Background: an optimization exercise with open tools, aiming at small area and a short achievable clock period. Do not read the settings as production practice. Only simulation tests tie the RTL to the original design; equivalence was not proved.

==> flow/design.v <==
`timescale 1ns / 1ps
module cadd #(parameter W = 24) (
  input [W-1:0] a,
  input [W-1:0] b,
  input m,
  input ci,
  output [W-1:0] s,
  output co
);
  wire [W:0] c;
  wire [W-1:0] bb = b ^ {W{m}};
  assign c[0] = ci;
  genvar k;
  generate for (k = 0; k < W; k = k + 1) begin : g
    assign s[k] = a[k] ^ bb[k] ^ c[k];
    assign c[k+1] = (a[k] & bb[k]) | (c[k] & (a[k] ^ bb[k]));
  end endgenerate
  assign co = c[W];
endmodule
`timescale 1ns / 1ps
module demapper #(
  parameter MAX_BITS = 5
)(
  input clk,
  input rst,                    
  input enable,                 
  input [15:0] x_real,
  input [15:0] x_imag,
  input [3:0]  coding_rate,
  output reg [MAX_BITS-1:0] bits,
  output reg valid_out
);
  reg [15:0] xr_q, xi_q;
  reg [3:0] cr_q;
  always @(posedge clk) begin
    xr_q <= x_real;
    xi_q <= x_imag;
    cr_q <= coding_rate;
  end
  reg [7:0] vp;
  always @(posedge clk) begin
    if (rst) begin
      vp <= 8'd0;
      valid_out <= 1'b0;
    end else begin
      vp <= {vp[6:0], enable};
      valid_out <= vp[7];
    end
  end
  wire [15:0] ax, ay;
  cadd #(.W(16)) u_ax (.a(16'd0), .b(xr_q), .m(xr_q[15]), .ci(xr_q[15]), .s(ax), .co());
  cadd #(.W(16)) u_ay (.a(16'd0), .b(xi_q), .m(xi_q[15]), .ci(xi_q[15]), .s(ay), .co());
  wire big = (|ax[15:8]) | (|ay[15:8]);
  wire xgt = ax[7:0] > ay[7:0];
  wire [7:0] mx = xgt ? ax[7:0] : ay[7:0];
  wire [7:0] mn = xgt ? ay[7:0] : ax[7:0];
  wire [9:0] mag = mx + (mn >> 2) + (mn >> 3) + (mn >> 4) - (mn >> 6) - (mn >> 7);
  reg [9:0] t1, t2;
  always @(*) begin
    case (cr_q)
      4'd3: begin t1 = 10'd57; t2 = 10'd175; end
      4'd4: begin t1 = 10'd59; t2 = 10'd176; end
      4'd5: begin t1 = 10'd62; t2 = 10'd178; end
      4'd6: begin t1 = 10'd63; t2 = 10'd179; end
      default: begin t1 = 10'd54; t2 = 10'd173; end
    endcase
  end
  wire ri_0 = ~big & (mag < t1);           
  wire rm_0 = ~big & ~ri_0 & (mag < t2);   
  wire qx_0 = xr_q[15];
  wire [23:0] x_0 = {ax, 8'd0};
  wire [23:0] y_0 = {xi_q, 8'd0};
  wire s_0 = y_0[23];
  wire [15:0] y1_0; wire y1_0_co;
  wire m0 = ~(s_0 ^ qx_0);
  cadd #(.W(16)) u_y1_0 (.a(y_0[23:8]), .b(xr_q[15:0]), .m(m0), .ci(m0), .s(y1_0), .co(y1_0_co));
  wire [15:0] x1_0; wire x1_0_co;
  cadd #(.W(16)) u_x1_0 (.a(x_0[23:8]), .b({y_0[23:8]}), .m(s_0), .ci(s_0), .s(x1_0), .co(x1_0_co));
  wire [23:0] y_1 = {y1_0, 8'd0};
  wire [23:0] x_1 = {x1_0, 8'd0};
  wire s_1 = y_1[23];
  wire [16:0] y2_0; wire y2_0_co;
  cadd #(.W(17)) u_y2_0 (.a(y_1[23:7]), .b({x_1[23], x_1[23:8]}), .m(~s_1), .ci(~s_1), .s(y2_0), .co(y2_0_co));
  wire [16:0] x2_0; wire x2_0_co;
  cadd #(.W(17)) u_x2_0 (.a(x_1[23:7]), .b({y_1[23], y_1[23:8]}), .m(s_1), .ci(s_1), .s(x2_0), .co(x2_0_co));
  wire [23:0] y_2 = {y2_0, 7'd0};
  wire [23:0] x_2 = {x2_0, 7'd0};
  wire s_2 = y_2[23];
  wire [13:0] y3_0; wire y3_0_co;
  cadd #(.W(14)) u_y3_0 (.a(y_2[18:5]), .b({x_2[20:7]}), .m(~s_2), .ci(~s_2), .s(y3_0), .co(y3_0_co));
  wire [13:0] x3_0; wire x3_0_co;
  cadd #(.W(14)) u_x3_0 (.a(x_2[18:5]), .b({y_2[20:7]}), .m(s_2), .ci(s_2), .s(x3_0), .co(x3_0_co));
  reg [13:0] yl_c2;
  always @(posedge clk) yl_c2 <= y3_0[13:0];
  reg [13:0] xl_c2;
  always @(posedge clk) xl_c2 <= x3_0[13:0];
  reg [0:0] cy_c2;
  always @(posedge clk) cy_c2 <= y3_0_co;
  reg [0:0] cx_c2;
  always @(posedge clk) cx_c2 <= x3_0_co;
  reg [4:0] yh_c2;
  always @(posedge clk) yh_c2 <= y_2[23:19];
  reg [4:0] xh_c2;
  always @(posedge clk) xh_c2 <= x_2[23:19];
  wire [23:0] xi_c2 = {xh_c2, 19'd0};
  wire [23:0] yi_c2 = {yh_c2, 19'd0};
  reg [0:0] s_c2;
  always @(posedge clk) s_c2 <= s_2;
  reg qx_c2;
  always @(posedge clk) qx_c2 <= qx_0;
  reg ri_c2;
  always @(posedge clk) ri_c2 <= ri_0;
  reg rm_c2;
  always @(posedge clk) rm_c2 <= rm_0;
  reg [2:0] d_c2;
  always @(posedge clk) d_c2 <= {~s_2, ~s_1, ~s_0};
  wire [4:0] y3_1; wire y3_1_co;
  cadd #(.W(5)) u_y3_1 (.a(yi_c2[23:19]), .b({{2{xi_c2[23]}}, xi_c2[23:21]}), .m(~s_c2[0]), .ci(cy_c2[0]), .s(y3_1), .co(y3_1_co));
  wire [4:0] x3_1; wire x3_1_co;
  cadd #(.W(5)) u_x3_1 (.a(xi_c2[23:19]), .b({{2{yi_c2[23]}}, yi_c2[23:21]}), .m(s_c2[0]), .ci(cx_c2[0]), .s(x3_1), .co(x3_1_co));
  wire [23:0] y_3 = {y3_1, yl_c2, 5'd0};
  wire [23:0] x_3 = {x3_1, xl_c2, 5'd0};
  wire s_3 = y_3[23];
  wire [21:0] y4_0; wire y4_0_co;
  cadd #(.W(22)) u_y4_0 (.a(y_3[23:2]), .b({{3{x_3[23]}}, x_3[23:5]}), .m(~s_3), .ci(~s_3), .s(y4_0), .co(y4_0_co));
  wire [21:0] x4_0; wire x4_0_co;
  cadd #(.W(22)) u_x4_0 (.a(x_3[23:2]), .b({{3{y_3[23]}}, y_3[23:5]}), .m(s_3), .ci(s_3), .s(x4_0), .co(x4_0_co));
  wire [23:0] y_4 = {y4_0, 2'd0};
  wire [23:0] x_4 = {x4_0, 2'd0};
  wire s_4 = y_4[23];
  wire [14:0] y5_0; wire y5_0_co;
  cadd #(.W(15)) u_y5_0 (.a(y_4[14:0]), .b({x_4[18:4]}), .m(~s_4), .ci(~s_4), .s(y5_0), .co(y5_0_co));
  wire [14:0] x5_0; wire x5_0_co;
  cadd #(.W(15)) u_x5_0 (.a(x_4[14:0]), .b({y_4[18:4]}), .m(s_4), .ci(s_4), .s(x5_0), .co(x5_0_co));
  reg [14:0] yl_c4;
  always @(posedge clk) yl_c4 <= y5_0[14:0];
  reg [14:0] xl_c4;
  always @(posedge clk) xl_c4 <= x5_0[14:0];
  reg [0:0] cy_c4;
  always @(posedge clk) cy_c4 <= y5_0_co;
  reg [0:0] cx_c4;
  always @(posedge clk) cx_c4 <= x5_0_co;
  reg [8:0] yh_c4;
  always @(posedge clk) yh_c4 <= y_4[23:15];
  reg [8:0] xh_c4;
  always @(posedge clk) xh_c4 <= x_4[23:15];
  wire [23:0] xi_c4 = {xh_c4, 15'd0};
  wire [23:0] yi_c4 = {yh_c4, 15'd0};
  reg [0:0] s_c4;
  always @(posedge clk) s_c4 <= s_4;
  reg qx_c4;
  always @(posedge clk) qx_c4 <= qx_c2;
  reg ri_c4;
  always @(posedge clk) ri_c4 <= ri_c2;
  reg rm_c4;
  always @(posedge clk) rm_c4 <= rm_c2;
  reg [4:0] d_c4;
  always @(posedge clk) d_c4 <= {~s_4, ~s_3, ~s_c2[0], d_c2[1], d_c2[0]};
  wire [8:0] y5_1; wire y5_1_co;
  cadd #(.W(9)) u_y5_1 (.a(yi_c4[23:15]), .b({{4{xi_c4[23]}}, xi_c4[23:19]}), .m(~s_c4[0]), .ci(cy_c4[0]), .s(y5_1), .co(y5_1_co));
  wire [8:0] x5_1; wire x5_1_co;
  cadd #(.W(9)) u_x5_1 (.a(xi_c4[23:15]), .b({{4{yi_c4[23]}}, yi_c4[23:19]}), .m(s_c4[0]), .ci(cx_c4[0]), .s(x5_1), .co(x5_1_co));
  wire [23:0] y_5 = {y5_1, yl_c4};
  wire [23:0] x_5 = {x5_1, xl_c4};
  wire s_5 = y_5[23];
  wire [23:0] y6_0; wire y6_0_co;
  cadd #(.W(24)) u_y6_0 (.a(y_5[23:0]), .b({{5{x_5[23]}}, x_5[23:5]}), .m(~s_5), .ci(~s_5), .s(y6_0), .co(y6_0_co));
  wire [23:0] x6_0; wire x6_0_co;
  cadd #(.W(24)) u_x6_0 (.a(x_5[23:0]), .b({{5{y_5[23]}}, y_5[23:5]}), .m(s_5), .ci(s_5), .s(x6_0), .co(x6_0_co));
  wire [23:0] y_6 = {y6_0};
  wire [23:0] x_6 = {x6_0};
  wire s_6 = y_6[23];
  wire [5:0] y7_0; wire y7_0_co;
  cadd #(.W(6)) u_y7_0 (.a(y_6[5:0]), .b({x_6[11:6]}), .m(~s_6), .ci(~s_6), .s(y7_0), .co(y7_0_co));
  wire [5:0] x7_0; wire x7_0_co;
  cadd #(.W(6)) u_x7_0 (.a(x_6[5:0]), .b({y_6[11:6]}), .m(s_6), .ci(s_6), .s(x7_0), .co(x7_0_co));
  reg [5:0] yl_c6;
  always @(posedge clk) yl_c6 <= y7_0[5:0];
  reg [5:0] xl_c6;
  always @(posedge clk) xl_c6 <= x7_0[5:0];
  reg [0:0] cy_c6;
  always @(posedge clk) cy_c6 <= y7_0_co;
  reg [0:0] cx_c6;
  always @(posedge clk) cx_c6 <= x7_0_co;
  reg [17:0] yh_c6;
  always @(posedge clk) yh_c6 <= y_6[23:6];
  reg [17:0] xh_c6;
  always @(posedge clk) xh_c6 <= x_6[23:6];
  wire [23:0] xi_c6 = {xh_c6, 6'd0};
  wire [23:0] yi_c6 = {yh_c6, 6'd0};
  reg [0:0] s_c6;
  always @(posedge clk) s_c6 <= s_6;
  reg qx_c6;
  always @(posedge clk) qx_c6 <= qx_c4;
  reg ri_c6;
  always @(posedge clk) ri_c6 <= ri_c4;
  reg rm_c6;
  always @(posedge clk) rm_c6 <= rm_c4;
  reg [6:0] d_c6;
  always @(posedge clk) d_c6 <= {~s_6, ~s_5, ~s_c4[0], d_c4[3], d_c4[2], d_c4[1], d_c4[0]};
  wire [17:0] y7_1; wire y7_1_co;
  cadd #(.W(18)) u_y7_1 (.a(yi_c6[23:6]), .b({{6{xi_c6[23]}}, xi_c6[23:12]}), .m(~s_c6[0]), .ci(cy_c6[0]), .s(y7_1), .co(y7_1_co));
  wire [17:0] x7_1; wire x7_1_co;
  cadd #(.W(18)) u_x7_1 (.a(xi_c6[23:6]), .b({{6{yi_c6[23]}}, yi_c6[23:12]}), .m(s_c6[0]), .ci(cx_c6[0]), .s(x7_1), .co(x7_1_co));
  wire [23:0] y_7 = {y7_1, yl_c6};
  wire [23:0] x_7 = {x7_1, xl_c6};
  wire s_7 = y_7[23];
  wire [23:0] y8_0; wire y8_0_co;
  cadd #(.W(24)) u_y8_0 (.a(y_7[23:0]), .b({{7{x_7[23]}}, x_7[23:7]}), .m(~s_7), .ci(~s_7), .s(y8_0), .co(y8_0_co));
  wire [23:0] x8_0; wire x8_0_co;
  cadd #(.W(24)) u_x8_0 (.a(x_7[23:0]), .b({{7{y_7[23]}}, y_7[23:7]}), .m(s_7), .ci(s_7), .s(x8_0), .co(x8_0_co));
  reg [23:0] yl_c7;
  always @(posedge clk) yl_c7 <= y8_0[23:0];
  reg [23:0] xl_c7;
  always @(posedge clk) xl_c7 <= x8_0[23:0];
  reg [0:0] s_c7;
  always @(posedge clk) s_c7 <= s_7;
  reg qx_c7;
  always @(posedge clk) qx_c7 <= qx_c6;
  reg ri_c7;
  always @(posedge clk) ri_c7 <= ri_c6;
  reg rm_c7;
  always @(posedge clk) rm_c7 <= rm_c6;
  reg [7:0] d_c7;
  always @(posedge clk) d_c7 <= {~s_7, ~s_c6[0], d_c6[5], d_c6[4], d_c6[3], d_c6[2], d_c6[1], d_c6[0]};
  wire [23:0] y_8 = {yl_c7};
  wire [23:0] x_8 = {xl_c7};
  wire s_8 = y_8[23];
  wire [23:0] y9_0; wire y9_0_co;
  cadd #(.W(24)) u_y9_0 (.a(y_8[23:0]), .b({{8{x_8[23]}}, x_8[23:8]}), .m(~s_8), .ci(~s_8), .s(y9_0), .co(y9_0_co));
  wire [23:0] x9_0; wire x9_0_co;
  cadd #(.W(24)) u_x9_0 (.a(x_8[23:0]), .b({{8{y_8[23]}}, y_8[23:8]}), .m(s_8), .ci(s_8), .s(x9_0), .co(x9_0_co));
  wire [23:0] y_9 = {y9_0};
  wire [23:0] x_9 = {x9_0};
  wire s_9 = y_9[23];
  wire [14:0] y10_0; wire y10_0_co;
  cadd #(.W(15)) u_y10_0 (.a(y_9[14:0]), .b({x_9[23:9]}), .m(~s_9), .ci(~s_9), .s(y10_0), .co(y10_0_co));
  wire [14:0] x10_0; wire x10_0_co;
  cadd #(.W(15)) u_x10_0 (.a(x_9[14:0]), .b({y_9[23:9]}), .m(s_9), .ci(s_9), .s(x10_0), .co(x10_0_co));
  reg [14:0] yl_c9;
  always @(posedge clk) yl_c9 <= y10_0[14:0];
  reg [14:0] xl_c9;
  always @(posedge clk) xl_c9 <= x10_0[14:0];
  reg [0:0] cy_c9;
  always @(posedge clk) cy_c9 <= y10_0_co;
  reg [0:0] cx_c9;
  always @(posedge clk) cx_c9 <= x10_0_co;
  reg [8:0] yh_c9;
  always @(posedge clk) yh_c9 <= y_9[23:15];
  reg [8:0] xh_c9;
  always @(posedge clk) xh_c9 <= x_9[23:15];
  wire [23:0] xi_c9 = {xh_c9, 15'd0};
  wire [23:0] yi_c9 = {yh_c9, 15'd0};
  reg [0:0] s_c9;
  always @(posedge clk) s_c9 <= s_9;
  reg qx_c9;
  always @(posedge clk) qx_c9 <= qx_c7;
  reg ri_c9;
  always @(posedge clk) ri_c9 <= ri_c7;
  reg rm_c9;
  always @(posedge clk) rm_c9 <= rm_c7;
  reg [9:0] d_c9;
  always @(posedge clk) d_c9 <= {~s_9, ~s_8, ~s_c7[0], d_c7[6], d_c7[5], d_c7[4], d_c7[3], d_c7[2], d_c7[1], d_c7[0]};
  wire [8:0] y10_1; wire y10_1_co;
  cadd #(.W(9)) u_y10_1 (.a(yi_c9[23:15]), .b({{9{xi_c9[23]}}}), .m(~s_c9[0]), .ci(cy_c9[0]), .s(y10_1), .co(y10_1_co));
  wire [8:0] x10_1; wire x10_1_co;
  cadd #(.W(9)) u_x10_1 (.a(xi_c9[23:15]), .b({{9{yi_c9[23]}}}), .m(s_c9[0]), .ci(cx_c9[0]), .s(x10_1), .co(x10_1_co));
  wire [23:0] y_10 = {y10_1, yl_c9};
  wire [23:0] x_10 = {x10_1, xl_c9};
  wire s_10 = y_10[23];
  wire [23:0] y11_0; wire y11_0_co;
  cadd #(.W(24)) u_y11_0 (.a(y_10[23:0]), .b({{10{x_10[23]}}, x_10[23:10]}), .m(~s_10), .ci(~s_10), .s(y11_0), .co(y11_0_co));
  wire [23:0] x11_0; wire x11_0_co;
  cadd #(.W(24)) u_x11_0 (.a(x_10[23:0]), .b({{10{y_10[23]}}, y_10[23:10]}), .m(s_10), .ci(s_10), .s(x11_0), .co(x11_0_co));
  wire [23:0] y_11 = {y11_0};
  wire [23:0] x_11 = {x11_0};
  wire s_11 = y_11[23];
  wire [9:0] y12_0; wire y12_0_co;
  cadd #(.W(10)) u_y12_0 (.a(y_11[9:0]), .b({x_11[20:11]}), .m(~s_11), .ci(~s_11), .s(y12_0), .co(y12_0_co));
  wire [9:0] x12_0; wire x12_0_co;
  cadd #(.W(10)) u_x12_0 (.a(x_11[9:0]), .b({y_11[20:11]}), .m(s_11), .ci(s_11), .s(x12_0), .co(x12_0_co));
  reg [9:0] yl_c11;
  always @(posedge clk) yl_c11 <= y12_0[9:0];
  reg [9:0] xl_c11;
  always @(posedge clk) xl_c11 <= x12_0[9:0];
  reg [0:0] cy_c11;
  always @(posedge clk) cy_c11 <= y12_0_co;
  reg [0:0] cx_c11;
  always @(posedge clk) cx_c11 <= x12_0_co;
  reg [13:0] yh_c11;
  always @(posedge clk) yh_c11 <= y_11[23:10];
  reg [13:0] xh_c11;
  always @(posedge clk) xh_c11 <= x_11[23:10];
  wire [23:0] xi_c11 = {xh_c11, 10'd0};
  wire [23:0] yi_c11 = {yh_c11, 10'd0};
  reg [0:0] s_c11;
  always @(posedge clk) s_c11 <= s_11;
  reg qx_c11;
  always @(posedge clk) qx_c11 <= qx_c9;
  reg ri_c11;
  always @(posedge clk) ri_c11 <= ri_c9;
  reg rm_c11;
  always @(posedge clk) rm_c11 <= rm_c9;
  reg [11:0] d_c11;
  always @(posedge clk) d_c11 <= {~s_11, ~s_10, ~s_c9[0], d_c9[8], d_c9[7], d_c9[6], d_c9[5], d_c9[4], d_c9[3], d_c9[2], d_c9[1], d_c9[0]};
  wire [13:0] y12_1; wire y12_1_co;
  cadd #(.W(14)) u_y12_1 (.a(yi_c11[23:10]), .b({{11{xi_c11[23]}}, xi_c11[23:21]}), .m(~s_c11[0]), .ci(cy_c11[0]), .s(y12_1), .co(y12_1_co));
  wire [13:0] x12_1; wire x12_1_co;
  cadd #(.W(14)) u_x12_1 (.a(xi_c11[23:10]), .b({{11{yi_c11[23]}}, yi_c11[23:21]}), .m(s_c11[0]), .ci(cx_c11[0]), .s(x12_1), .co(x12_1_co));
  wire [23:0] y_12 = {y12_1, yl_c11};
  wire [23:0] x_12 = {x12_1, xl_c11};
  wire s_12 = y_12[23];
  wire [23:0] y13_0; wire y13_0_co;
  cadd #(.W(24)) u_y13_0 (.a(y_12[23:0]), .b({{12{x_12[23]}}, x_12[23:12]}), .m(~s_12), .ci(~s_12), .s(y13_0), .co(y13_0_co));
  wire [23:0] x13_0; wire x13_0_co;
  cadd #(.W(24)) u_x13_0 (.a(x_12[23:0]), .b({{12{y_12[23]}}, y_12[23:12]}), .m(s_12), .ci(s_12), .s(x13_0), .co(x13_0_co));
  wire [23:0] y_13 = {y13_0};
  wire [23:0] x_13 = {x13_0};
  wire s_13 = y_13[23];
  wire [7:0] y14_0; wire y14_0_co;
  cadd #(.W(8)) u_y14_0 (.a(y_13[7:0]), .b({x_13[20:13]}), .m(~s_13), .ci(~s_13), .s(y14_0), .co(y14_0_co));
  wire [7:0] x14_0; wire x14_0_co;
  cadd #(.W(8)) u_x14_0 (.a(x_13[7:0]), .b({y_13[20:13]}), .m(s_13), .ci(s_13), .s(x14_0), .co(x14_0_co));
  reg [7:0] yl_c13;
  always @(posedge clk) yl_c13 <= y14_0[7:0];
  reg [0:0] cy_c13;
  always @(posedge clk) cy_c13 <= y14_0_co;
  reg [0:0] cx_c13;
  always @(posedge clk) cx_c13 <= x14_0_co;
  reg [15:0] yh_c13;
  always @(posedge clk) yh_c13 <= y_13[23:8];
  reg [15:0] xh_c13;
  always @(posedge clk) xh_c13 <= x_13[23:8];
  wire [23:0] xi_c13 = {xh_c13, 8'd0};
  wire [23:0] yi_c13 = {yh_c13, 8'd0};
  reg [0:0] s_c13;
  always @(posedge clk) s_c13 <= s_13;
  reg qx_c13;
  always @(posedge clk) qx_c13 <= qx_c11;
  reg ri_c13;
  always @(posedge clk) ri_c13 <= ri_c11;
  reg rm_c13;
  always @(posedge clk) rm_c13 <= rm_c11;
  reg [13:0] d_c13;
  always @(posedge clk) d_c13 <= {~s_13, ~s_12, ~s_c11[0], d_c11[10], d_c11[9], d_c11[8], d_c11[7], d_c11[6], d_c11[5], d_c11[4], d_c11[3], d_c11[2], d_c11[1], d_c11[0]};
  wire [15:0] y14_1; wire y14_1_co;
  cadd #(.W(16)) u_y14_1 (.a(yi_c13[23:8]), .b({{13{xi_c13[23]}}, xi_c13[23:21]}), .m(~s_c13[0]), .ci(cy_c13[0]), .s(y14_1), .co(y14_1_co));
  wire [15:0] x14_1; wire x14_1_co;
  cadd #(.W(16)) u_x14_1 (.a(xi_c13[23:8]), .b({{13{yi_c13[23]}}, yi_c13[23:21]}), .m(s_c13[0]), .ci(cx_c13[0]), .s(x14_1), .co(x14_1_co));
  wire [23:0] y_14 = {y14_1, yl_c13};
  wire [23:0] x_14 = {x14_1, 8'd0};
  wire s_14 = y_14[23];
  wire [23:0] y15_0; wire y15_0_co;
  cadd #(.W(24)) u_y15_0 (.a(y_14[23:0]), .b({{14{x_14[23]}}, x_14[23:14]}), .m(~s_14), .ci(~s_14), .s(y15_0), .co(y15_0_co));
  wire [23:0] y_15 = {y15_0};
  wire s_15 = y_15[23];
  wire [15:0] dv = {~s_15, ~s_14, ~s_c13[0], d_c13[12], d_c13[11], d_c13[10], d_c13[9], d_c13[8], d_c13[7], d_c13[6], d_c13[5], d_c13[4], d_c13[3], d_c13[2], d_c13[1], d_c13[0]};
  reg [19:0] rom;
  always @(*) begin
    case (dv[5:0])
      6'd0: rom = 20'hE41B9;
      6'd1: rom = 20'hFD3D9;
      6'd2: rom = 20'hF2F1D;
      6'd3: rom = 20'h0C13D;
      6'd4: rom = 20'hEBF27;
      6'd5: rom = 20'h05147;
      6'd6: rom = 20'hFAC8B;
      6'd7: rom = 20'h13EAB;
      6'd8: rom = 20'hE8165;
      6'd9: rom = 20'h01385;
      6'd10: rom = 20'hF6EC9;
      6'd11: rom = 20'h100E9;
      6'd12: rom = 20'hEFED3;
      6'd13: rom = 20'h090F3;
      6'd14: rom = 20'hFEC37;
      6'd15: rom = 20'h17E57;
      6'd16: rom = 20'hE61AF;
      6'd17: rom = 20'hFF3CF;
      6'd18: rom = 20'hF4F13;
      6'd19: rom = 20'h0E133;
      6'd20: rom = 20'hEDF1D;
      6'd21: rom = 20'h0713D;
      6'd22: rom = 20'hFCC81;
      6'd23: rom = 20'h15EA1;
      6'd24: rom = 20'hEA15B;
      6'd25: rom = 20'h0337B;
      6'd26: rom = 20'hF8EBF;
      6'd27: rom = 20'h120DF;
      6'd28: rom = 20'hF1EC9;
      6'd29: rom = 20'h0B0E9;
      6'd30: rom = 20'h00C2D;
      6'd31: rom = 20'h19E4D;
      6'd32: rom = 20'hE51B7;
      6'd33: rom = 20'hFE3D7;
      6'd34: rom = 20'hF3F1B;
      6'd35: rom = 20'h0D13B;
      6'd36: rom = 20'hECF25;
      6'd37: rom = 20'h06145;
      6'd38: rom = 20'hFBC89;
      6'd39: rom = 20'h14EA9;
      6'd40: rom = 20'hE9163;
      6'd41: rom = 20'h02383;
      6'd42: rom = 20'hF7EC7;
      6'd43: rom = 20'h110E7;
      6'd44: rom = 20'hF0ED1;
      6'd45: rom = 20'h0A0F1;
      6'd46: rom = 20'hFFC35;
      6'd47: rom = 20'h18E55;
      6'd48: rom = 20'hE71AD;
      6'd49: rom = 20'h003CD;
      6'd50: rom = 20'hF5F11;
      6'd51: rom = 20'h0F131;
      6'd52: rom = 20'hEEF1B;
      6'd53: rom = 20'h0813B;
      6'd54: rom = 20'hFDC7F;
      6'd55: rom = 20'h16E9F;
      6'd56: rom = 20'hEB159;
      6'd57: rom = 20'h04379;
      6'd58: rom = 20'hF9EBD;
      6'd59: rom = 20'h130DD;
      6'd60: rom = 20'hF2EC7;
      6'd61: rom = 20'h0C0E7;
      6'd62: rom = 20'h01C2B;
      6'd63: rom = 20'h1AE4B;
    endcase
  end
  wire [17:0] ang_h;
  cadd #(.W(18)) u_ang (.a(rom[19:2]), .b({8'd0, dv[6], dv[7], dv[8], dv[9], dv[10], dv[11], dv[12], dv[13], dv[14], dv[15]}),
                        .m(1'b0), .ci(1'b0), .s(ang_h), .co());
  wire [19:0] ang = {ang_h, rom[1:0]};
  localparam [19:0] PI = 20'h3243F;
  wire qn = qx_c13;
  wire [19:0] qk = qn ? PI : (dv[0] ? 20'd0 : PI + PI);
  wire [19:0] angq;
  cadd #(.W(20)) u_q (.a(qk), .b(ang), .m(qn), .ci(qn), .s(angq), .co());
  wire [11:0] a12 = angq[19:8];
  reg [4:0] lab;
  always @(*) begin
    if (ri_c13) begin
      if (a12 < 12'd402) lab = 5'b10001;
      else if (a12 < 12'd804) lab = 5'b10101;
      else if (a12 < 12'd1206) lab = 5'b10111;
      else lab = 5'b10011;
    end else if (rm_c13) begin
      if (a12 < 12'd134) lab = 5'b10000;
      else if (a12 < 12'd268) lab = 5'b00000;
      else if (a12 < 12'd402) lab = 5'b00001;
      else if (a12 < 12'd536) lab = 5'b00101;
      else if (a12 < 12'd670) lab = 5'b00100;
      else if (a12 < 12'd804) lab = 5'b10100;
      else if (a12 < 12'd938) lab = 5'b10110;
      else if (a12 < 12'd1072) lab = 5'b00110;
      else if (a12 < 12'd1206) lab = 5'b00111;
      else if (a12 < 12'd1340) lab = 5'b00011;
      else if (a12 < 12'd1474) lab = 5'b00010;
      else if (a12 < 12'd1608) lab = 5'b10010;
      else lab = 5'b10000;
    end else begin
      if (a12 < 12'd50) lab = 5'b11000;
      else if (a12 < 12'd151) lab = 5'b01000;
      else if (a12 < 12'd251) lab = 5'b11001;
      else if (a12 < 12'd352) lab = 5'b01001;
      else if (a12 < 12'd452) lab = 5'b01101;
      else if (a12 < 12'd553) lab = 5'b11101;
      else if (a12 < 12'd653) lab = 5'b01100;
      else if (a12 < 12'd754) lab = 5'b11100;
      else if (a12 < 12'd854) lab = 5'b11110;
      else if (a12 < 12'd955) lab = 5'b01110;
      else if (a12 < 12'd1055) lab = 5'b11111;
      else if (a12 < 12'd1156) lab = 5'b01111;
      else if (a12 < 12'd1256) lab = 5'b01011;
      else if (a12 < 12'd1357) lab = 5'b11011;
      else if (a12 < 12'd1457) lab = 5'b01010;
      else if (a12 < 12'd1558) lab = 5'b11010;
      else if (a12 < 12'd1658) lab = 5'b11000;
      else lab = 5'b01000;
    end
  end
  always @(posedge clk) bits <= lab;
endmodule
==> flow/flow/run.sh <==
#!/bin/bash
set -uo pipefail
ARGS="BUFFER_PORTS_ARGS=-buffer_cell sky130_fd_sc_hd__buf_2"
R=orfs/results/${FLOW_PLATFORM:-sky130hd}/demapper/base
bash standard.sh "$ARGS" synth > standard_synth.log 2>&1 || exit 1
cp $R/1_2_yosys.v netlist_standard.v
if python3 flow/fapol.py netlist_standard.v netlist_fapol.v > fapol.log 2>&1; then
  KEPLER=$(command -v kepler-formal || echo $FLOW_HOME/../tools/install/kepler-formal/bin/kepler-formal)
  LIB=$FLOW_HOME/platforms/sky130hd/lib/sky130_fd_sc_hd__tt_025C_1v80.lib
  mkdir -p kepler_run
  cat > kepler.yml <<EOT
format: verilog
input_paths:
  - $PWD/netlist_standard.v
  - $PWD/netlist_fapol.v
liberty_files:
  - $LIB
log_file: $PWD/kepler_detail.log
report_json: $PWD/kepler_report.json
verilog_design1_top: $FLOW_TOP
verilog_design2_top: $FLOW_TOP
EOT
  if (cd kepler_run && timeout 600 $KEPLER --config ../kepler.yml) > kepler.log 2>&1 \
     && grep -q "No difference was found." kepler.log \
     && grep -q "Verdict: EQUIVALENT" kepler.log; then
    echo "fapol netlist proven equivalent by kepler-formal; using it" >> fapol.log
    cp netlist_fapol.v $R/1_2_yosys.v
    touch $R/1_2_yosys.v
  else
    echo "fapol netlist not proven; keeping the standard netlist" >> fapol.log
  fi
fi
bash standard.sh "$ARGS" finish > standard_finish.log 2>&1 || exit 1
==> flow/flow/fapol.py <==
#!/usr/bin/env python3
"""Remove inverters around full adders in a gate-level netlist.

A full adder is self-dual: FA(~a, ~b, ~c) = (~cout, ~sum). Yosys's extract_fa often
builds adders whose inputs or outputs pass through inverters. This pass flips the
polarity of an adder whenever that removes more inverters than it adds, then removes
double inversions and inverters that drive nothing. Only combinational cells change;
flip-flops and ports are untouched.

usage: fapol.py IN.v OUT.v
"""
import re, sys, collections

INV = 'sky130_fd_sc_hd__inv_1'
FMAX = 3   # never leave a full adder output or other driver with more loads than this
FA_IN = ('A', 'B', 'CIN')
FA_OUT = ('COUT', 'SUM')
OUTPINS = {'X', 'Y', 'Q', 'Q_N', 'COUT', 'SUM', 'HI', 'LO'}

src = open(sys.argv[1]).read()
m = re.search(r'^module\s+(\w+)\s*\((.*?)\);', src, re.S | re.M)
head_end = None
# split the module into the declaration part and the instance part
inst_re = re.compile(r'^\s*(sky130_fd_sc_hd__\w+)\s+(\S+)\s*\((.*?)\);\s*$', re.S | re.M)
insts = []
first = None
for mm in inst_re.finditer(src):
    if first is None: first = mm.start()
    pins = {}
    for p, n in re.findall(r'\.(\w+)\(([^()]*)\)', mm.group(3)):
        pins[p] = n.strip()
    insts.append([mm.group(1), mm.group(2), pins])
last = list(inst_re.finditer(src))[-1].end()
pre = src[:first]
post = src[last:]
if re.search(r'^\s*assign\s', src[first:last], re.M):
    sys.exit('assign statements among the cells: not handled')

ports = set()
for d in re.findall(r'^\s*(?:input|output)\s+(?:\[[^\]]*\]\s*)?(.*?);', pre, re.M):
    for n in d.split(','):
        ports.add(n.strip())
def is_port(net):
    base = net.split('[')[0].strip()
    return base in ports or net in ports

alive = [True] * len(insts)
alias = {}   # net that disappeared -> (net, inverted)
def build():
    drv = {}; loads = collections.defaultdict(list)
    for k, (t, nm, pins) in enumerate(insts):
        if not alive[k]: continue
        for p, n in pins.items():
            if p in OUTPINS: drv[n] = (k, p)
            else: loads[n].append((k, p))
    return drv, loads

newid = [0]
def newnet():
    newid[0] += 1
    return '_fapol_n%d_' % newid[0]
def newinv(a):
    newid[0] += 1
    y = '_fapol_n%d_' % newid[0]
    insts.append([INV, '_fapol_i%d_' % newid[0], {'A': a, 'Y': y}])
    alive.append(True)
    return y

def is_inv(k):
    return insts[k][0].startswith('sky130_fd_sc_hd__inv_') or insts[k][0].startswith('sky130_fd_sc_hd__clkinv_')

def flip_cost(k, drv, loads):
    t, nm, pins = insts[k]
    cost = 0
    seen = set()
    for p in FA_IN:
        n = pins[p]
        if n in seen: continue
        seen.add(n)
        d = drv.get(n)
        if d and is_inv(d[0]):
            # the inverter goes away if this adder is its only user
            if all(l[0] == k for l in loads[n]) and not is_port(n): cost -= 1
        else:
            if not any(is_inv(l[0]) for l in loads[n]): cost += 1
    for p in FA_OUT:
        o = pins[p]
        ls = loads.get(o, [])
        invl = [l for l in ls if is_inv(l[0])]
        other = [l for l in ls if not is_inv(l[0])]
        cost -= len(invl)
        if other or is_port(o): cost += 1
        fo = sum(len(loads.get(insts[j][2]['Y'], [])) for (j, q) in invl) + (1 if (other or is_port(o)) else 0)
        if fo > FMAX: return 99
    for p in FA_IN:
        n = pins[p]
        d = drv.get(n)
        if d and is_inv(d[0]):
            a = insts[d[0]][2]['A']
            if len(loads.get(a, [])) + 1 > FMAX and not all(l[0] == k for l in loads[n]): return 99
    return cost

def do_flip(k, drv, loads):
    t, nm, pins = insts[k]
    for p in FA_IN:
        n = pins[p]
        d = drv.get(n)
        if d and is_inv(d[0]):
            pins[p] = insts[d[0]][2]['A']
        else:
            il = [l for l in loads[n] if is_inv(l[0])]
            if il: pins[p] = insts[il[0][0]][2]['Y']
            else: pins[p] = newinv(n)
    for p in FA_OUT:
        o = pins[p]
        ls = loads.get(o, [])
        no = newnet()
        pins[p] = no
        alias[o] = (no, True)
        for (j, q) in ls:
            if is_inv(j):
                # loads of that inverter now take the new output directly
                y = insts[j][2]['Y']
                alive[j] = False
                insts[j][2]['Y'] = y
                rename(y, no)
                alias[y] = (no, False)
        others = [l for l in ls if not is_inv(l[0])]
        if others or is_port(o):
            # keep net o with its true value: o = ~no
            insts.append([INV, '_fapol_i%d_' % (newid[0] + 1), {'A': no, 'Y': o}])
            newid[0] += 1
            alive.append(True)

def rename(old, new):
    # every load of net old is moved to net new; old is not a port here
    if is_port(old):
        # keep the port net: drive it with a buffer-free inverter pair is wasteful;
        # instead rename the new net to the port (nets are names only)
        raise RuntimeError('port net rename')
    for k, (t, nm, pins) in enumerate(insts):
        if not alive[k]: continue
        for p, n in pins.items():
            if n == old and p not in OUTPINS: pins[p] = new

def cleanup():
    changed = True
    while changed:
        changed = False
        drv, loads = build()
        for k, (t, nm, pins) in enumerate(insts):
            if not alive[k] or not is_inv(k): continue
            y = pins['Y']
            if not loads.get(y) and not is_port(y):
                alias[y] = (pins['A'], True)
                alive[k] = False; changed = True; continue
            d = drv.get(pins['A'])
            if d and is_inv(d[0]) and not is_port(y):
                # double inversion: loads of y take the first inverter's input
                a0 = insts[d[0]][2]['A']
                for (j, q) in loads[y]: insts[j][2][q] = a0
                alias[y] = (a0, False)
                alive[k] = False; changed = True
        if changed: continue

XOR = {'sky130_fd_sc_hd__xor2_1': ('sky130_fd_sc_hd__xnor2_1', 'X', 'Y'),
       'sky130_fd_sc_hd__xnor2_1': ('sky130_fd_sc_hd__xor2_1', 'Y', 'X')}
def swap_xor(j):
    t, nm, pins = insts[j]
    nt, op, np_ = XOR[t]
    pins[np_] = pins.pop(op)
    insts[j][0] = nt

def absorb():
    # fold inverters into xor2/xnor2 gates: xnor(a,b) = ~xor(a,b) = xor(~a,b)
    n = 0
    drv, loads = build()
    for k in range(len(insts)):
        if not alive[k] or not is_inv(k): continue
        a = insts[k][2]['A']; y = insts[k][2]['Y']
        if is_port(y) or is_port(a): continue
        d = drv.get(a)
        if d and insts[d[0]][0] in XOR and len(loads[a]) == 1:
            j = d[0]
            swap_xor(j)
            outp = 'X' if insts[j][0].endswith('xor2_1') else 'Y'
            insts[j][2][outp] = y
            alias[a] = (y, True)
            alive[k] = False
            n += 1
            drv, loads = build()
            continue
        ls = loads.get(y, [])
        if ls and all(insts[j][0] in XOR for (j, q) in ls) and len(set(j for j, q in ls)) == len(ls) \
           and len(loads.get(a, [])) - 1 + len(ls) <= FMAX:
            for (j, q) in ls:
                insts[j][2][q] = a
                swap_xor(j)
            alias[y] = (a, True)
            alive[k] = False
            n += 1
            drv, loads = build()
    return n

before = sum(1 for k in range(len(insts)) if alive[k] and is_inv(k))
for rnd in range(6):
    nflip = 0
    drv, loads = build()
    fas = [k for k in range(len(insts)) if alive[k] and insts[k][0].startswith('sky130_fd_sc_hd__fa_')]
    for k in fas:
        c = flip_cost(k, drv, loads)
        if c < 0:
            try:
                do_flip(k, drv, loads)
            except RuntimeError:
                continue
            nflip += 1
            cleanup()
            drv, loads = build()
    na = absorb()
    cleanup()
    if nflip == 0 and na == 0: break
cleanup()
after = sum(1 for k in range(len(insts)) if alive[k] and is_inv(k))
sys.stderr.write('fapol: inverters %d -> %d\n' % (before, after))

# declare new nets
newnets = set()
for k, (t, nm, pins) in enumerate(insts):
    if not alive[k]: continue
    for n in pins.values():
        if n.startswith('_fapol_n'): newnets.add(n)
decl = ''.join('  wire %s;\n' % n for n in sorted(newnets))
body = []
for k, (t, nm, pins) in enumerate(insts):
    if not alive[k]: continue
    body.append('  %s %s (\n%s\n  );\n' % (t, nm, ',\n'.join('    .%s(%s)' % (p, n + ' ' if n.startswith('\\') else n) for p, n in pins.items())))
open(sys.argv[2], 'w').write(pre + decl + ''.join(body) + post)
if len(sys.argv) > 3:
    # the same netlist plus observer cells that rebuild every net that disappeared, so
    # that an equivalence check can pair every original net by name
    present = set()
    for k, (t, nm, pins) in enumerate(insts):
        if alive[k]: present.update(pins.values())
    obs = []; odecl = set()
    for n in alias:
        if n in present: continue
        tgt, inv = alias[n]; seen = 0
        while tgt not in present and tgt in alias and seen < 1000:
            t2, i2 = alias[tgt]; tgt = t2; inv ^= i2; seen += 1
        if tgt not in present: continue
        w = n + ' ' if n.startswith('\\') else n
        tg = tgt + ' ' if tgt.startswith('\\') else tgt
        if inv: obs.append('  sky130_fd_sc_hd__inv_1 _fapol_o%d_ (\n    .A(%s),\n    .Y(%s)\n  );\n' % (len(obs), tg, w))
        else: obs.append('  sky130_fd_sc_hd__buf_1 _fapol_o%d_ (\n    .A(%s),\n    .X(%s)\n  );\n' % (len(obs), tg, w))
        if not n.startswith('\\') and '[' not in n: odecl.add(n)
    odecl_s = ''.join('  wire %s;\n' % n for n in sorted(odecl) if ('wire %s;' % n) not in pre and ('wire %s ' % n) not in pre)
    open(sys.argv[3], 'w').write(pre + decl + odecl_s + ''.join(body) + ''.join(obs) + post)
    sys.stderr.write('fapol: %d observers\n' % len(obs))
==> flow/standard.sh <==
#!/bin/bash
# synth_recipe.tcl (not shown) runs the flow's synth.tcl, then flattens the netlist and writes it again
# the make line also repeats each setting of config.mk as NAME=value (left out here)
make -C /OpenROAD-flow-scripts/flow DESIGN_CONFIG=/design/flow/config.mk WORK_HOME=/design/flow/orfs CLKGATE_MAP_FILE= SYNTH_SCRIPT=/design/flow/synth_recipe.tcl "${@:-finish}"
==> flow/config.mk <==
export PLATFORM = sky130hd
export DESIGN_NAME = demapper
export DESIGN_NICKNAME = demapper
export VERILOG_FILES = /design/flow/design.v
export SDC_FILE = /design/flow/constraint.sdc
export NUM_CORES = 4
export LEC_CHECK = 0
export CAP_MARGIN = 20
export CORE_MARGIN = 2
export CORE_UTILIZATION = 40
export CTS_BUF_LIST = sky130_fd_sc_hd__clkbuf_8
export CTS_CLUSTER_DIAMETER = 60
export CTS_CLUSTER_SIZE = 18
export SLEW_MARGIN = 20
==> flow/constraint.sdc <==
create_clock -name core_clock -period 85.0 [get_ports {clk}]
set_input_delay 17.0000 -clock core_clock [delete_from_list [all_inputs] [get_ports {clk}]]
set_output_delay 17.0000 -clock core_clock [all_outputs]
set_load 0.01 [all_outputs]
==> results of run 1 <==
[sequential cells by signal, indices dropped and copies added, names as in the netlist, 10 cells and up]
| signal | cells |
|---|---|
| xl_c7 | 24 |
| yh_c13 | 15 |
| xl_c11 | 10 |
| rom | 16 |
| xr_q | 16 |
| xl_c2 | 14 |
| d_c11 | 11 |
| yh_c6 | 17 |
| yl_c7 | 24 |
| yl_c11 | 10 |
| yh_c11 | 13 |
| xh_c11 | 14 |
| xl_c4 | 15 |
| yl_c2 | 14 |
| xl_c9 | 15 |
| yl_c4 | 15 |
| yl_c9 | 15 |
| xh_c13 | 16 |
| xi_q | 16 |
| xh_c6 | 18 |
[layer usage]
layer  global-route usage  share of wire  vias up
met5                    0              0        -
met4               0.0352          0.018        0
met2                0.259           0.51      155
met3               0.0166          0.026       60
met1                0.192           0.44     7639
li1                     -              -     7424
[layout make-up]
class	count	area (um2)
inverters	188	706
fillers	6698	41200
well taps	959	1200
clock buffers	43	592
flip-flops and latches	465	9310
clock inverters	24	277
multi-input cells	1610	19500
repair buffers	66	385
[metrics by stage]
step / instance area (um2) / hold slack, ns / std cells
2_1_floorplan: 29700 / 0.310 / 2335
3_3_place_gp: 31100 / 0.310 / 3288
3_5_place_dp: 31100 / 0.312 / 3288
4_1_cts: 31900 / 0.334 / 3355
5_1_grt: 32000 / 0.337 / 3355
6_report: 32000 / 0.328 / 3355
[final timing paths]
kind	to	depth (start not counted)
max	bits[4]	1
min	d_c11[8]	0
max reg2reg	yl_c4[14]	47
min reg2reg	d_c11[8]	0
==> results.sh, run 1 <==
export IMPL_outcome="no timing/DRC/antenna violations"
export IMPL_core_region_area_mm2=0.0732
export IMPL_rows=99
export IMPL_grt_first_pass_wirelength_um=91300
export IMPL_cp_end_kind="output pin"
export IMPL_drt_iter0_drc=659
export IMPL_final_cell_mix="fa_1, dfxtp_1, xnor2_1"
export IMPL_period_share=0.213
export IMPL_synth_area_per_cell_um2=12.7
export IMPL_syn_to_final_growth_pct=7.66
export IMPL_netlist_area_mm2=0.0297
export IMPL_crit_start="bits[4]"
export IMPL_grt_pass1_vias=17600
export IMPL_cp_top_family="flip-flops"
export IMPL_io_pins=45
export IMPL_routedWlPerCell_um=15.7
export IMPL_port_buffers=44
export IMPL_path_max_fanout=1
export IMPL_syn_inst=2335
export IMPL_place_ws_ns=66.99
export IMPL_cpMaxStageDelayCell="dfxtp_1"
export IMPL_timing_final_crit_period_ns=18.10
export IMPL_drc=0
export IMPL_cts_sinks=465
export IMPL_die_area_mm2=0.0764
export IMPL_start_util=0.406
export IMPL_htreeDepth=2
export IMPL_path_clk_slew_ns=0.11
export IMPL_wl_um=52800
export IMPL_cts_inserted_buffers=40
export IMPL_vias=15300
export IMPL_regToRegSetupSlack_ns=67.09
export IMPL_die_y_um=276
export IMPL_drive_above_1_share=0.0668
export IMPL_finalHoldViolCount=0
export IMPL_via_per_inst=4.55
export IMPL_grt_util_all_layers=0.147
export IMPL_synthesis_nets=3085
export IMPL_grt_ovfl_total=0
export IMPL_worstSkewPairLatency_ns=0.65
export IMPL_gp_congestion=0.844
export IMPL_hold_path_class="flop to flop"
export IMPL_final_net_count=3121
export IMPL_clockBufferDepth=3
export IMPL_diodes=0
export IMPL_rsz0062_at_grt="false"
export IMPL_startpoint_type="flop"
export IMPL_ctsRootBufferMaster="clkbuf_8"
export IMPL_worst_ep_required_time_ns=68.00
export IMPL_cts_repair_resized=0
export IMPL_skew_ns=0.0271
export IMPL_worst_slew_pin_slew_ns=0.935
export IMPL_post_route_util=0.437
export IMPL_setup_slack_ns=66.90
export IMPL_final_common_cell="fa_1"
export IMPL_setup_tns_final_ns=0
export IMPL_postCtsSetupBuffers=0
export IMPL_cap_viol_max_count=0
export IMPL_grt_max_degree=39
export IMPL_cp_data_arrival_time_ns=1.10
export IMPL_slew_violations=0
export IMPL_drtAntennaViolNets=0
export IMPL_antenna_found_initial=0
export IMPL_crit_reg2reg_launch="s_c2"
export IMPL_yosys_warnings=1
export IMPL_max_stage_delay_ns=0.34
export IMPL_crit_type="flop to output pin"
export IMPL_max_slew_margin=0.372
export IMPL_max_freq_ghz=0.0552
export IMPL_die_w_um=276
export IMPL_crit_chain="buf_2"
export IMPL_cts_hold_buf=0
export IMPL_setup_viol=0
export IMPL_cts_tree="done"
export IMPL_hp_start="d_c9[8]"
export IMPL_place_hpwl_um=45100
export IMPL_cp_num_buf_inv=1
export IMPL_firstDrtPassIters=5
==> run 2: changes to the inputs <==
--- a/flow/config.mk
+++ b/flow/config.mk
@@ -9,3 +9,3 @@
 export CORE_MARGIN = 2
-export CORE_UTILIZATION = 40
+export CORE_UTILIZATION = 55
 export CTS_BUF_LIST = sky130_fd_sc_hd__clkbuf_8
==> run 2 against run 1 <==
  * Setup slack improved by 0.012 ns
  * Via count increased by 0.82%
  * Critical path depth unchanged
  * Non-clock buffer count unchanged
  * Fmax about the same
  * Sequential share of layout area increased by 0.22 points
  * Synthesized cell count unchanged
  * First-iteration DRC count decreased by 12%
  * Die area decreased by 27%
==> results.sh, run 2 <==
export IMPL_io_pins=45
export IMPL_startpoint_type="flop"
export IMPL_setup_tns_final_ns=0
export IMPL_drt_iter0_drc=582
export IMPL_die_y_um=236
export IMPL_drc=0
export IMPL_grt_first_pass_wirelength_um=90600
export IMPL_path_clk_slew_ns=0.11
export IMPL_cts_sinks=465
export IMPL_start_util=0.554
export IMPL_rows=85
export IMPL_period_share=0.213
export IMPL_worst_slew_pin_slew_ns=0.976
export IMPL_cp_num_buf_inv=1
export IMPL_place_hpwl_um=45300
export IMPL_max_freq_ghz=0.0553
export IMPL_cpMaxStageDelayCell="dfxtp_1"
export IMPL_hold_path_class="flop to flop"
export IMPL_drive_above_1_share=0.0699
export IMPL_gp_congestion=0.863
export IMPL_cts_repair_resized=0
export IMPL_slew_violations=0
export IMPL_cap_viol_max_count=0
export IMPL_max_slew_margin=0.350
export IMPL_post_route_util=0.592
export IMPL_worstSetupEndpoint="valid_out"
export IMPL_worstSkewPairLatency_ns=0.68
export IMPL_grt_max_degree=39
export IMPL_outcome="no timing/DRC/antenna violations"
export IMPL_htreeDepth=2
export IMPL_postCtsSetupBuffers=0
export IMPL_setup_slack_ns=66.91
export IMPL_netlist_area_mm2=0.0297
export IMPL_synth_area_per_cell_um2=12.7
export IMPL_syn_to_final_growth_pct=6.86
export IMPL_cp_top_family="flip-flops"
export IMPL_regToRegSetupSlack_ns=67.23
export IMPL_cp_end_kind="output pin"
export IMPL_cts_hold_buf=0
export IMPL_max_stage_delay_ns=0.32
export IMPL_path_depth=1
export IMPL_cp_data_arrival_time_ns=1.09
export IMPL_dp_cells=3025
export IMPL_firstDrtPassIters=5
export IMPL_skew_ns=0.0328
export IMPL_syn_inst=2335
export IMPL_cts_tree="done"
export IMPL_r2r_end="yl_c4[14]"
export IMPL_final_cell_mix="fa_1, dfxtp_1, xnor2_1"
export IMPL_die_area_mm2=0.0559
export IMPL_antenna_found_initial=2
export IMPL_path_max_fanout=1
export IMPL_worst_ep_required_time_ns=68.00
export IMPL_place_ws_ns=67.08
export IMPL_grt_pass1_vias=17500
export IMPL_setup_viol=0
export IMPL_stdcell_count=3101
export IMPL_timing_final_crit_period_ns=18.09
export IMPL_ctsRootBufferMaster="clkbuf_8"
export IMPL_grt_ovfl_total=0
export IMPL_rsz0062_at_grt="false"
export IMPL_via_per_inst=4.97
export IMPL_finalHoldViolCount=0
export IMPL_rr_worst_depth=47
export IMPL_cts_inserted_buffers=42
export IMPL_routedWlPerCell_um=17.3
export IMPL_crit_type="flop to output pin"
export IMPL_grt_util_all_layers=0.204
export IMPL_synthesis_nets=3085
export IMPL_vias=15400
export IMPL_crit_reg2reg_launch="s_c2"
export IMPL_crit_chain="buf_2"
export IMPL_wl_um=53700
export IMPL_crit_start="valid_out"
export IMPL_drtAntennaViolNets=0
export IMPL_core_region_area_mm2=0.0536
export IMPL_yosys_warnings=1
export IMPL_clockBufferDepth=3
export IMPL_port_buffers=44
export IMPL_final_net_count=3123
export IMPL_die_w_um=236
export IMPL_top_regs="xl_c7 (24), yl_c7 (24), xh_c6 (18)"
export IMPL_final_common_cell="fa_1"
==> run 2: per-stage QoR <==
| stage | cell area [um2] | hold WS (ns) |
|---|---|---|
| 6_report | 31700 | 0.313 |
| 3_3_place_gp | 30800 | 0.310 |
| 3_5_place_dp | 30800 | 0.312 |
| 5_1_grt | 31700 | 0.315 |
| 2_1_floorplan | 29700 | 0.310 |
| 4_1_cts | 31700 | 0.321 |
==> run 2: per-layer routing <==
metal | part of all wire | GRT usage | up-vias
met2 | 0.51 | 0.355 | 142
met5 | 0 | 0 | -
met4 | 0.018 | 0.0439 | 0
met1 | 0.45 | 0.275 | 7743
li1 | - | - | 7445
met3 | 0.026 | 0.0276 | 74
==> run 2: worst min-delay path by stage <==
stage               startpoint  depth (start not counted)        to
global placement       d_c6[3]                          0   d_c7[3]
floorplan              d_c9[0]                          0  d_c11[0]
finish                 d_c2[1]                          0   d_c4[1]
CTS                    d_c2[1]                          0   d_c4[1]
global route           d_c2[1]                          0   d_c4[1]
detailed placement     d_c6[0]                          0   d_c7[0]
==> run 2: area by class of cell <==
class / count / area (um2)
Antenna cell: 2 / 5.00
Tap cell: 696 / 871
Multi-Input combinational cell: 1610 / 19500
Clock buffer: 46 / 633
Sequential cell: 465 / 9310
Fill cell: 4453 / 21900
Clock inverter: 28 / 317
Timing Repair Buffer: 66 / 385
Inverter: 188 / 706
==> run 3: changes to the inputs <==
--- a/flow/flow/run.sh
+++ b/flow/flow/run.sh
@@ -3,2 +3,3 @@
 ARGS="BUFFER_PORTS_ARGS=-buffer_cell sky130_fd_sc_hd__buf_2"
+CTS="CTS_ARGS=-sink_clustering_enable -repair_clock_nets -dont_use_dummy_load -sink_clustering_size 18 -sink_clustering_max_diameter 60 -buf_list sky130_fd_sc_hd__clkbuf_8"
 R=orfs/results/${FLOW_PLATFORM:-sky130hd}/demapper/base
@@ -32,2 +33,2 @@
 fi
-bash standard.sh "$ARGS" finish > standard_finish.log 2>&1 || exit 1
+bash standard.sh "$ARGS" "$CTS" finish > standard_finish.log 2>&1 || exit 1
--- a/flow/config.mk
+++ b/flow/config.mk
@@ -9,3 +9,3 @@
 export CORE_MARGIN = 2
-export CORE_UTILIZATION = 55
+export CORE_UTILIZATION = 40
 export CTS_BUF_LIST = sky130_fd_sc_hd__clkbuf_8
==> run 3 against run 2 <==
  * Fmax about the same
  * Synthesized area unchanged
  * Clock skew up 0.023 ns
  * Register-to-register slack worse by 0.18 ns
  * Critical path type unchanged
  * Critical endpoint unchanged
  * Largest cell class unchanged
==> results.sh, run 3 <==
export IMPL_stdcell_area_mm2=0.0317
export IMPL_place_ws_ns=66.99
export IMPL_htreeDepth=2
export IMPL_setup_tns_final_ns=0
export IMPL_synthesis_nets=3085
export IMPL_busiest_layer="met2"
export IMPL_finalHoldViolCount=0
export IMPL_cts_repair_resized=0
export IMPL_outcome="no timing/DRC/antenna violations"
export IMPL_grt_util_all_layers=0.146
export IMPL_place_hpwl_um=45100
export IMPL_cts_sinks=465
export IMPL_stdcell_count=3328
export IMPL_met2_usage=0.259
export IMPL_path_max_fanout=1
export IMPL_min_to="d_c13[10]"
export IMPL_worst_slew_pin_slew_ns=0.948
export IMPL_io_pins=45
export IMPL_synth_area_per_cell_um2=12.7
export IMPL_drt_iter0_drc=633
export IMPL_period_share=0.213
export IMPL_vias=15300
export IMPL_syn_to_final_growth_pct=6.59
export IMPL_cts_tree="done"
export IMPL_setup_viol=0
export IMPL_cp_num_buf_inv=1
export IMPL_cp_data_arrival_time_ns=1.08
export IMPL_post_route_util=0.432
export IMPL_startpoint_type="flop"
export IMPL_worstSkewPairLatency_ns=0.63
export IMPL_grt_first_pass_wirelength_um=91000
export IMPL_core_region_area_mm2=0.0732
export IMPL_regToRegSetupSlack_ns=67.05
export IMPL_drive_above_1_share=0.0574
export IMPL_rows=99
export IMPL_postCtsSetupBuffers=0
export IMPL_cp_top_family="flip-flops"
export IMPL_use_met3=0.0169
export IMPL_crit_type="flop to output pin"
export IMPL_grt_ovfl_total=0
export IMPL_syn_inst=2335
export IMPL_antenna_found_initial=0
export IMPL_setup_slack_ns=66.92
export IMPL_ctsRootBufferMaster="clkbuf_8"
export IMPL_cp_end_kind="output pin"
export IMPL_hold_ws_ns=0.291
export IMPL_dp_cells=3288
export IMPL_hold_path_class="flop to flop"
export IMPL_gp_congestion=0.844
export IMPL_port_buffers=44
export IMPL_max_slew_margin=0.364
export IMPL_final_net_count=3121
export IMPL_rsz0062_at_grt="false"
export IMPL_cts_inserted_buffers=40
export IMPL_final_cell_mix="fa_1, dfxtp_1, xnor2_1"
export IMPL_cts_hold_buf=0
export IMPL_skew_ns=0.0562
export IMPL_slew_violations=0
export IMPL_start_util=0.406
export IMPL_drtAntennaViolNets=0
export IMPL_grt_max_degree=39
export IMPL_die_w_um=276
export IMPL_yosys_warnings=1
export IMPL_via_per_inst=4.59
export IMPL_cpMaxStageDelayCell="dfxtp_1"
export IMPL_clockBufferDepth=3
export IMPL_crit_reg2reg_launch="s_c2"
export IMPL_routedWlPerCell_um=15.8
export IMPL_max_freq_ghz=0.0553
export IMPL_max_stage_delay_ns=0.32
export IMPL_timing_final_crit_period_ns=18.08
export IMPL_top_regs="xl_c7 (24), yl_c7 (24), xh_c6 (18)"
export IMPL_cap_viol_max_count=0
export IMPL_netlist_area_mm2=0.0297
export IMPL_hold_path_depth=0
export IMPL_rr_worst_depth=47
export IMPL_drc=0
export IMPL_hp_start="d_c11[10]"
export IMPL_crit_chain="buf_2"
export IMPL_path_clk_slew_ns=0.10
export IMPL_firstDrtPassIters=5
export IMPL_grt_pass1_vias=17500
export IMPL_diodes=0
export IMPL_met1_usage=0.191
export IMPL_final_common_cell="fa_1"
export IMPL_wl_um=52700
export IMPL_r2r_end="yl_c4[14]"
export IMPL_worst_ep_required_time_ns=68.00
export IMPL_die_y_um=276
export IMPL_placed_area_mm2=0.0311
export IMPL_die_area_mm2=0.0764
-- run 3: worst max path at each step --
stage,start,to,slack [ns],cells past startpoint
detailed placement,s_c2,yl_c4[14],66.99,47
floorplan,xi_q[15],yl_c2[13],67.35,58
CTS,bits[3],bits[3],66.84,1
global route,s_c2,yl_c4[14],66.21,47
global placement,s_c2,yl_c4[14],67.46,47
finish,valid_out,valid_out,66.92,1
-- run 3: final cells by class --
type	count	area (um2)
fill	6735	41600
sequential	465	9310
timing repair buffer	66	385
multi-input combinational	1610	19500
tap	959	1200
clock buffer	40	551
inverter	188	706
-- run 3: routing by layer --
layer | routed length, um | part of all wire
met5 | 0 | 0
met4 | 987 | 0.019
met1 | 23600 | 0.45
met2 | 26800 | 0.51
met3 | 1360 | 0.026
==> run 4: changes to the inputs <==
--- a/flow/flow/run.sh
+++ b/flow/flow/run.sh
@@ -3,3 +3,3 @@
 ARGS="BUFFER_PORTS_ARGS=-buffer_cell sky130_fd_sc_hd__buf_2"
-CTS="CTS_ARGS=-sink_clustering_enable -repair_clock_nets -dont_use_dummy_load -sink_clustering_size 18 -sink_clustering_max_diameter 60 -buf_list sky130_fd_sc_hd__clkbuf_8"
+CTS="CTS_ARGS=-sink_clustering_enable -repair_clock_nets -dont_use_dummy_load -sink_clustering_size 20 -sink_clustering_max_diameter 90 -buf_list sky130_fd_sc_hd__clkbuf_8"
 R=orfs/results/${FLOW_PLATFORM:-sky130hd}/demapper/base
--- a/flow/config.mk
+++ b/flow/config.mk
@@ -11,4 +11,4 @@
 export CTS_BUF_LIST = sky130_fd_sc_hd__clkbuf_8
-export CTS_CLUSTER_DIAMETER = 60
-export CTS_CLUSTER_SIZE = 18
+export CTS_CLUSTER_DIAMETER = 90
+export CTS_CLUSTER_SIZE = 20
 export SLEW_MARGIN = 20
==> run 4 against run 3 <==
  * First-iteration DRC count rose by 9.6%
  * Routed wire length fell by 0.51%
  * Critical path type unchanged
  * Design area down 0.52%
  * Utilization fell by 0.23 points
  * Clock skew fell by 0.0040 ns
  * Global-route usage fell by 0.20 points
  * Die area did not move
  * Register-to-register slack better by 0.04 ns
  * Critical endpoint unchanged
  * Synthesized area stayed put
  * Via count about the same
==> results.sh, run 4 <==
export IMPL_vias=15300
export IMPL_place_hpwl_um=45100
export IMPL_cts_repair_resized=0
export IMPL_via_per_inst=4.60
export IMPL_startpoint_type="flop"
export IMPL_postCtsSetupBuffers=0
export IMPL_max_freq_ghz=0.0552
export IMPL_cp_data_arrival_time_ns=1.11
export IMPL_cts_inserted_buffers=28
export IMPL_port_buffers=44
export IMPL_cp_end_kind="output pin"
export IMPL_routedWlPerCell_um=15.8
export IMPL_final_cell_mix="fa_1, dfxtp_1, xnor2_1"
export IMPL_cap_viol_max_count=0
export IMPL_max_stage_delay_ns=0.33
export IMPL_hold_path_class="flop to flop"
export IMPL_crit_start="valid_out"
export IMPL_worst_slew_pin_slew_ns=0.941
export IMPL_stdcell_count=3316
export IMPL_core_region_area_mm2=0.0732
export IMPL_diodes=0
export IMPL_grt_max_degree=39
export IMPL_clockBufferDepth=3
export IMPL_start_util=0.406
export IMPL_rsz0062_at_grt="false"
export IMPL_slew_violations=0
export IMPL_skew_ns=0.0522
export IMPL_setup_viol=0
export IMPL_final_net_count=3109
export IMPL_worst_ep_required_time_ns=68.00
export IMPL_hp_start="d_c4[0]"
export IMPL_drt_iter0_drc=694
export IMPL_htreeDepth=1
export IMPL_cts_tree="done"
export IMPL_dp_cells=3288
export IMPL_syn_inst=2335
export IMPL_die_w_um=276
export IMPL_crit_chain="buf_2"
export IMPL_final_common_cell="fa_1"
export IMPL_die_area_mm2=0.0764
export IMPL_crit_type="flop to output pin"
export IMPL_drtAntennaViolNets=0
export IMPL_antenna_found_initial=0
export IMPL_drive_above_1_share=0.0526
export IMPL_finalHoldViolCount=0
export IMPL_crit_reg2reg_launch="s_c2"
export IMPL_grt_ovfl_total=0
export IMPL_worstSkewPairLatency_ns=0.67
export IMPL_period_share=0.213
export IMPL_cts_hold_buf=0
export IMPL_netlist_area_mm2=0.0297
export IMPL_grt_first_pass_wirelength_um=90500
export IMPL_timing_final_crit_period_ns=18.11
export IMPL_drc=0
export IMPL_cts_sinks=465
export IMPL_firstDrtPassIters=5
export IMPL_cp_num_buf_inv=1
export IMPL_syn_to_final_growth_pct=6.03
export IMPL_cp_top_family="flip-flops"
export IMPL_ctsRootBufferMaster="clkbuf_8"
export IMPL_path_clk_slew_ns=0.11
export IMPL_post_route_util=0.430
export IMPL_cpMaxStageDelayCell="dfxtp_1"
export IMPL_synth_area_per_cell_um2=12.7
export IMPL_top_regs="xl_c7 (24), yl_c7 (24), xh_c6 (18)"
export IMPL_gp_congestion=0.844
export IMPL_rows=99
export IMPL_die_y_um=276
export IMPL_grt_util_all_layers=0.144
export IMPL_outcome="no timing/DRC/antenna violations"
export IMPL_synthesis_nets=3085
export IMPL_setup_tns_final_ns=0
export IMPL_yosys_warnings=1
export IMPL_grt_pass1_vias=17400
export IMPL_max_slew_margin=0.368
export IMPL_io_pins=45
export IMPL_wl_um=52400
export IMPL_path_max_fanout=1
run 4: cell count changes in the layout (fill, tap and decap cells not counted):
cell and delta:
clkbuf_8 -12
run 4: path summary, 6_finish.rpt:
kind	end	cells past startpoint	slack (ns)
setup / recovery	valid_out	1	66.89
hold / removal	d_c6[0]	0	0.28
setup reg to reg	yl_c4[14]	47	67.09
hold reg to reg	d_c6[0]	0	0.28
run 4: per-stage QoR:
| stage | setup WS, ns | cell area [um2] | hold WS (ns) |
|---|---|---|---|
| 6_report | 66.89 | 31500 | 0.283 |
| 4_1_cts | 66.81 | 31500 | 0.282 |
| 3_3_place_gp | 67.46 | 31100 | 0.310 |
| 5_1_grt | 66.26 | 31500 | 0.275 |
| 2_1_floorplan | 67.35 | 29700 | 0.310 |
| 3_5_place_dp | 66.99 | 31100 | 0.312 |
run 4: final cells by class:
| class | count | area [um2] |
|---|---|---|
| tap | 959 | 1200 |
| multi-input combinational | 1610 | 19500 |
| clock buffer | 28 | 385 |
| inverter | 188 | 706 |
| timing repair buffer | 66 | 385 |
| fill | 6734 | 41700 |
| sequential | 465 | 9310 |
run 4: routing by layer:
metal  global-route usage  part of all wire  vias to the layer above
met1                0.192              0.45                     7646
met5                    0                 0                        -
li1                     -                 -                     7372
met3               0.0138             0.021                       58
met2                0.258              0.51                      186
met4               0.0241             0.018                        0

## separate check: timing with driven ports
No port has a modelled driver above. Below, the same layouts with a new extraction and two added sets of constraints.
Step 1 sets driving cells, clkbuf_16 on the clock port and buf_2 on the other inputs (assumed; they add their load-dependent delay and slew).
Step 2 adds t to the input delays and takes it off the output delays; t is the mean of the earliest and latest rising clock arrival at the registers after step 1. Input paths then give back, and output paths get back, about the clock's delay inside the block.
Three values: ideal, step 1, step 2; two values: the first two.
run | t (ns) | setup slack, ns | worst hold slack (ns) | clock arrival spread, ns | worst register clock-pin slew, ns
run 1 | 0.686 | 66.896 / 66.842 / 67.088 | 0.328 / 0.328 / 0.328 | 0.027 / 0.028 | 0.11 / 0.11
run 2 | 0.705 | 66.908 / 66.858 / 67.235 | 0.313 / 0.313 / 0.313 | 0.046 / 0.045 | 0.11 / 0.11
run 3 | 0.663 | 66.915 / 66.860 / 67.053 | 0.291 / 0.291 / 0.291 | 0.068 / 0.068 | 0.11 / 0.11
run 4 | 0.692 | 66.885 / 66.830 / 67.090 | 0.283 / 0.283 / 0.283 | 0.063 / 0.063 | 0.12 / 0.12
After both steps every run listed still meets setup and hold.
